What follows belongs to an exercise in optimizing a design on an open flow for small area, a short achievable clock period and few clock cycles per item; a production flow would make more cautious choices.

==> inputs of 09-21 <==
Design mac, start of the top module:
module mac (
    input  wire        clk,
    input  wire        rst,
    input  wire [31:0] x,
    input  wire [31:0] y,
    input  wire        start,
    output wire [31:0] z,
    output wire        busy
  );
  wire pp1 = ~(x[0] & y[0]);
  wire pp2 = ~(x[0] & y[1]);
  wire pp3 = ~(x[0] & y[2]);
  wire pp4 = ~(x[0] & y[3]);
  wire pp5 = ~(x[0] & y[4]);
  wire pp6 = ~(x[0] & y[5]);
  wire pp7 = ~(x[0] & y[6]);
  wire pp8 = x[0] & y[7];
  wire pp9 = ~(x[1] & y[0]);
  wire pp10 = ~(x[1] & y[1]);
  wire pp11 = ~(x[1] & y[2]);
  wire pp12 = ~(x[1] & y[3]);
  wire pp13 = ~(x[1] & y[4]);
  wire pp14 = ~(x[1] & y[5]);
  wire pp15 = ~(x[1] & y[6]);
  wire pp16 = x[1] & y[7];
  wire pp17 = ~(x[2] & y[0]);
  wire pp18 = ~(x[2] & y[1]);
  wire pp19 = ~(x[2] & y[2]);
  wire pp20 = ~(x[2] & y[3]);
  wire pp21 = ~(x[2] & y[4]);
  wire pp22 = ~(x[2] & y[5]);
  wire pp23 = ~(x[2] & y[6]);
  wire pp24 = x[2] & y[7];
  wire pp25 = ~(x[3] & y[0]);
  wire pp26 = ~(x[3] & y[1]);
  wire pp27 = ~(x[3] & y[2]);
  wire pp28 = ~(x[3] & y[3]);
  wire pp29 = ~(x[3] & y[4]);
  wire pp30 = ~(x[3] & y[5]);
  wire pp31 = ~(x[3] & y[6]);
  wire pp32 = x[3] & y[7];
  wire pp33 = ~(x[4] & y[0]);
  wire pp34 = ~(x[4] & y[1]);
  wire pp35 = ~(x[4] & y[2]);
  wire pp36 = ~(x[4] & y[3]);
  wire pp37 = ~(x[4] & y[4]);
  wire pp38 = ~(x[4] & y[5]);
  wire pp39 = ~(x[4] & y[6]);
  wire pp40 = x[4] & y[7];
  wire pp41 = ~(x[5] & y[0]);
  wire pp42 = ~(x[5] & y[1]);
  wire pp43 = ~(x[5] & y[2]);
  wire pp44 = ~(x[5] & y[3]);
  wire pp45 = ~(x[5] & y[4]);
  wire pp46 = ~(x[5] & y[5]);
  wire pp47 = ~(x[5] & y[6]);
  wire pp48 = x[5] & y[7];
  wire pp49 = ~(x[6] & y[0]);
  wire pp50 = ~(x[6] & y[1]);
  wire pp51 = ~(x[6] & y[2]);
  wire pp52 = ~(x[6] & y[3]);
  wire pp53 = ~(x[6] & y[4]);
  wire pp54 = ~(x[6] & y[5]);
  wire pp55 = ~(x[6] & y[6]);
  wire pp56 = x[6] & y[7];
  wire pp57 = x[7] & y[0];
  wire pp58 = x[7] & y[1];
  wire pp59 = x[7] & y[2];
  ...
==> flow/config.mk <==
export PLATFORM = sky130hd
export DESIGN_NAME = mac
export DESIGN_NICKNAME = mac
export VERILOG_FILES = /design/flow/design.v
export SDC_FILE = /design/flow/constraint.sdc
export NUM_CORES = 4
export LEC_CHECK = 0
export CAP_MARGIN = 20
export CORE_MARGIN = 2
export CORE_UTILIZATION = 40
export SLEW_MARGIN = 20
export SYNTH_HIERARCHICAL = 1
export SYNTH_MINIMUM_KEEP_SIZE = 0
==> flow/constraint.sdc <==
create_clock -name core_clock -period 7.0 [get_ports {clk}]
set_input_delay 1.4000 -clock core_clock [delete_from_list [all_inputs] [get_ports {clk}]]
set_output_delay 1.4000 -clock core_clock [all_outputs]
set_load 0.01 [all_outputs]
standard.sh (not shown) runs the stock make flow with config.mk's settings and CLKGATE_MAP_FILE= SYNTH_SCRIPT=/design/flow/synth_recipe.tcl, a recipe that flattens the netlist after the stock synthesis.
==> flow/flow/run.sh <==
#!/bin/bash
# The standard layout (standard.sh), with port buffers of the given cell instead
# of the one buffer_ports picks by default.  make's output goes to standard.log;
# ORFS keeps each step's log under orfs/logs.
set -euo pipefail
export BUFFER_PORTS_ARGS="-buffer_cell sky130_fd_sc_hd__buf_2"
bash standard.sh > standard.log 2>&1
==> 02-13: changes against 09-21 <==
--- a/flow/design.v
+++ b/flow/design.v
@@ -748,22 +748,149 @@
   wire s507, c507;
   mac_fa u507 (.a(r[38]), .b(r[39]), .ci(r[40]), .s(s507), .co(c507));
   wire s508, c508;
   mac_fa u508 (.a(r[41]), .b(c505), .ci(s507), .s(s508), .co(c508));
   wire s509, c509;
   mac_fa u509 (.a(r[42]), .b(r[43]), .ci(c507), .s(s509), .co(c509));
   wire s510, c510;
   mac_fa u510 (.a(r[44]), .b(r[45]), .ci(r[46]), .s(s510), .co(c510));
-  wire [17:0] sum = ~({1'b1, r[47], s510, c508, s508, c504, c501, c498, s496, s492, c487, s486, s484, s483, r[3], r[2], r[1], r[0]} + {1'b0, c510, c509, s509, c506, s506, s504, s501, s497, s493, s489, c484, 1'b0, 1'b0, 1'b0, 1'b0, 1'b0, 1'b0});
-  assign z    = {{14{sum[17]}}, sum};
+  wire g0 = r[0] & 1'b0;
+  wire p0 = r[0] ^ 1'b0;
+  wire g1 = r[1] & 1'b0;
+  wire p1 = r[1] ^ 1'b0;
+  wire g2 = r[2] & 1'b0;
+  wire p2 = r[2] ^ 1'b0;
+  wire g3 = r[3] & 1'b0;
+  wire p3 = r[3] ^ 1'b0;
+  wire g4 = s483 & 1'b0;
+  wire p4 = s483 ^ 1'b0;
+  wire g5 = s484 & 1'b0;
+  wire p5 = s484 ^ 1'b0;
+  wire g6 = s486 & c484;
+  wire p6 = s486 ^ c484;
+  wire g7 = c487 & s489;
+  wire p7 = c487 ^ s489;
+  wire g8 = s492 & s493;
+  wire p8 = s492 ^ s493;
+  wire g9 = s496 & s497;
+  wire p9 = s496 ^ s497;
+  wire g10 = c498 & s501;
+  wire p10 = c498 ^ s501;
+  wire g11 = c501 & s504;
+  wire p11 = c501 ^ s504;
+  wire g12 = c504 & s506;
+  wire p12 = c504 ^ s506;
+  wire g13 = s508 & c506;
+  wire p13 = s508 ^ c506;
+  wire g14 = c508 & s509;
+  wire p14 = c508 ^ s509;
+  wire g15 = s510 & c509;
+  wire p15 = s510 ^ c509;
+  wire g16 = r[47] & c510;
+  wire p16 = r[47] ^ c510;
+  wire G1_1 = g1 | (p1 & g0);
+  wire P1_1 = p1 & p0;
+  wire G1_3 = g3 | (p3 & g2);
+  wire P1_3 = p3 & p2;
+  wire G1_5 = g5 | (p5 & g4);
+  wire P1_5 = p5 & p4;
+  wire G1_7 = g7 | (p7 & g6);
+  wire P1_7 = p7 & p6;
+  wire G1_9 = g9 | (p9 & g8);
+  wire P1_9 = p9 & p8;
+  wire G1_11 = g11 | (p11 & g10);
+  wire P1_11 = p11 & p10;
+  wire G1_13 = g13 | (p13 & g12);
+  wire P1_13 = p13 & p12;
+  wire G1_15 = g15 | (p15 & g14);
+  wire P1_15 = p15 & p14;
+  wire G2_2 = g2 | (p2 & G1_1);
+  wire P2_2 = p2 & P1_1;
+  wire G2_3 = G1_3 | (P1_3 & G1_1);
+  wire P2_3 = P1_3 & P1_1;
+  wire G2_6 = g6 | (p6 & G1_5);
+  wire P2_6 = p6 & P1_5;
+  wire G2_7 = G1_7 | (P1_7 & G1_5);
+  wire P2_7 = P1_7 & P1_5;
+  wire G2_10 = g10 | (p10 & G1_9);
+  wire P2_10 = p10 & P1_9;
+  wire G2_11 = G1_11 | (P1_11 & G1_9);
+  wire P2_11 = P1_11 & P1_9;
+  wire G2_14 = g14 | (p14 & G1_13);
+  wire P2_14 = p14 & P1_13;
+  wire G2_15 = G1_15 | (P1_15 & G1_13);
+  wire P2_15 = P1_15 & P1_13;
+  wire G4_4 = g4 | (p4 & G2_3);
+  wire P4_4 = p4 & P2_3;
+  wire G4_5 = G1_5 | (P1_5 & G2_3);
+  wire P4_5 = P1_5 & P2_3;
+  wire G4_6 = G2_6 | (P2_6 & G2_3);
+  wire P4_6 = P2_6 & P2_3;
+  wire G4_7 = G2_7 | (P2_7 & G2_3);
+  wire P4_7 = P2_7 & P2_3;
+  wire G4_12 = g12 | (p12 & G2_11);
+  wire P4_12 = p12 & P2_11;
+  wire G4_13 = G1_13 | (P1_13 & G2_11);
+  wire P4_13 = P1_13 & P2_11;
+  wire G4_14 = G2_14 | (P2_14 & G2_11);
+  wire P4_14 = P2_14 & P2_11;
+  wire G4_15 = G2_15 | (P2_15 & G2_11);
+  wire P4_15 = P2_15 & P2_11;
+  wire G8_8 = g8 | (p8 & G4_7);
+  wire P8_8 = p8 & P4_7;
+  wire G8_9 = G1_9 | (P1_9 & G4_7);
+  wire P8_9 = P1_9 & P4_7;
+  wire G8_10 = G2_10 | (P2_10 & G4_7);
+  wire P8_10 = P2_10 & P4_7;
+  wire G8_11 = G2_11 | (P2_11 & G4_7);
+  wire P8_11 = P2_11 & P4_7;
+  wire G8_12 = G4_12 | (P4_12 & G4_7);
+  wire P8_12 = P4_12 & P4_7;
+  wire G8_13 = G4_13 | (P4_13 & G4_7);
+  wire P8_13 = P4_13 & P4_7;
+  wire G8_14 = G4_14 | (P4_14 & G4_7);
+  wire P8_14 = P4_14 & P4_7;
+  wire G8_15 = G4_15 | (P4_15 & G4_7);
+  wire P8_15 = P4_15 & P4_7;
+  wire [2:0] sgn;
+  mac_sgn1 usgn0 (.g(g16), .p(p16), .c(G8_15), .s(sgn[0]));
+  mac_sgn1 usgn1 (.g(g16), .p(p16), .c(G8_15), .s(sgn[1]));
+  mac_sgn1 usgn2 (.g(g16), .p(p16), .c(G8_15), .s(sgn[2]));
+  assign z    = {sgn[2], sgn[2], sgn[2], sgn[2], sgn[2], sgn[1], sgn[1], sgn[1], sgn[1], sgn[1], sgn[0], sgn[0], sgn[0], sgn[0], sgn[0],
+                 ~(p16 ^ G8_15), ~(p15 ^ G8_14), ~(p14 ^ G8_13), ~(p13 ^ G8_12), ~(p12 ^ G8_11), ~(p11 ^ G8_10), ~(p10 ^ G8_9), ~(p9 ^ G8_8), ~(p8 ^ G4_7), ~(p7 ^ G4_6), ~(p6 ^ G4_5), ~(p5 ^ G4_4), ~(p4 ^ G2_3), ~(p3 ^ G2_2), ~(p2 ^ G1_1), ~(p1 ^ g0), ~p0};
   assign busy = 1'b0;
 endmodule
 module mac_fa (
     input  wire a,
     input  wire b,
     input  wire ci,
     output wire s,
     output wire co
   );
   assign s  = a ^ b ^ ci;
   assign co = (a & b) | (a & ci) | (b & ci);
 endmodule
+module mac_sgn (
+    input  wire t,
+    input  wire g,
+    input  wire p,
+    input  wire c,
+    output wire s
+  );
+  assign s = ~(t ^ (g | (p & c)));
+endmodule
+module mac_sgn0 (
+    input  wire g,
+    input  wire p,
+    input  wire c,
+    output wire s
+  );
+  assign s = ~(g | (p & c));
+endmodule
+module mac_sgn1 (
+    input  wire g,
+    input  wire p,
+    input  wire c,
+    output wire s
+  );
+  assign s = g | (p & c);
+endmodule
==> summary of the runs <==
In clock-buffer cell count, 02-13 and 09-21 do not differ. Against 02-13, the routed wire length of 09-21 is higher by 1.9%. 02-13 finished with timing, DRC and antenna clean. 09-21 completed without violations. Of 02-13 and 09-21, 09-21 has the higher final area (gap 0.79%, measured against 09-21). In 02-13 the synthesized cell count is smaller than in 09-21, by about 1.6%. In 09-21 the final cell count is larger than in 02-13, by about 0.8%. In 02-13 the worst hold slack is higher than in 09-21, by 0.0090 ns. Against 09-21, the die area of 02-13 is lower by about 1%.
No functional check of the RTL was part of any run of this note.

-- re-timing with driven ports --
How much do the figures lean on ideal ports? The routed layouts below were timed once more, with nothing changed but the port constraints.
Step 1, drivers: a clkbuf_16 drives clk and a buf_2 each remaining input, both assumed.
Step 2 times the ports against the registers' clock, not the clock port: input delays grow and output delays shrink by t, the midpoint of the rising clock arrivals with the driver on.
a / b / c = ideal ports / drivers / drivers and shift; a / b = the first two.
run	shift t [ns]	setup slack, ns	worst register clock-pin slew, ns
09-21	0.322	1.937 / 1.899 / 2.221	0.06 / 0.06
02-13	0.313	2.092 / 2.057 / 2.370	0.06 / 0.06
After both steps setup and hold are still met in every run listed.
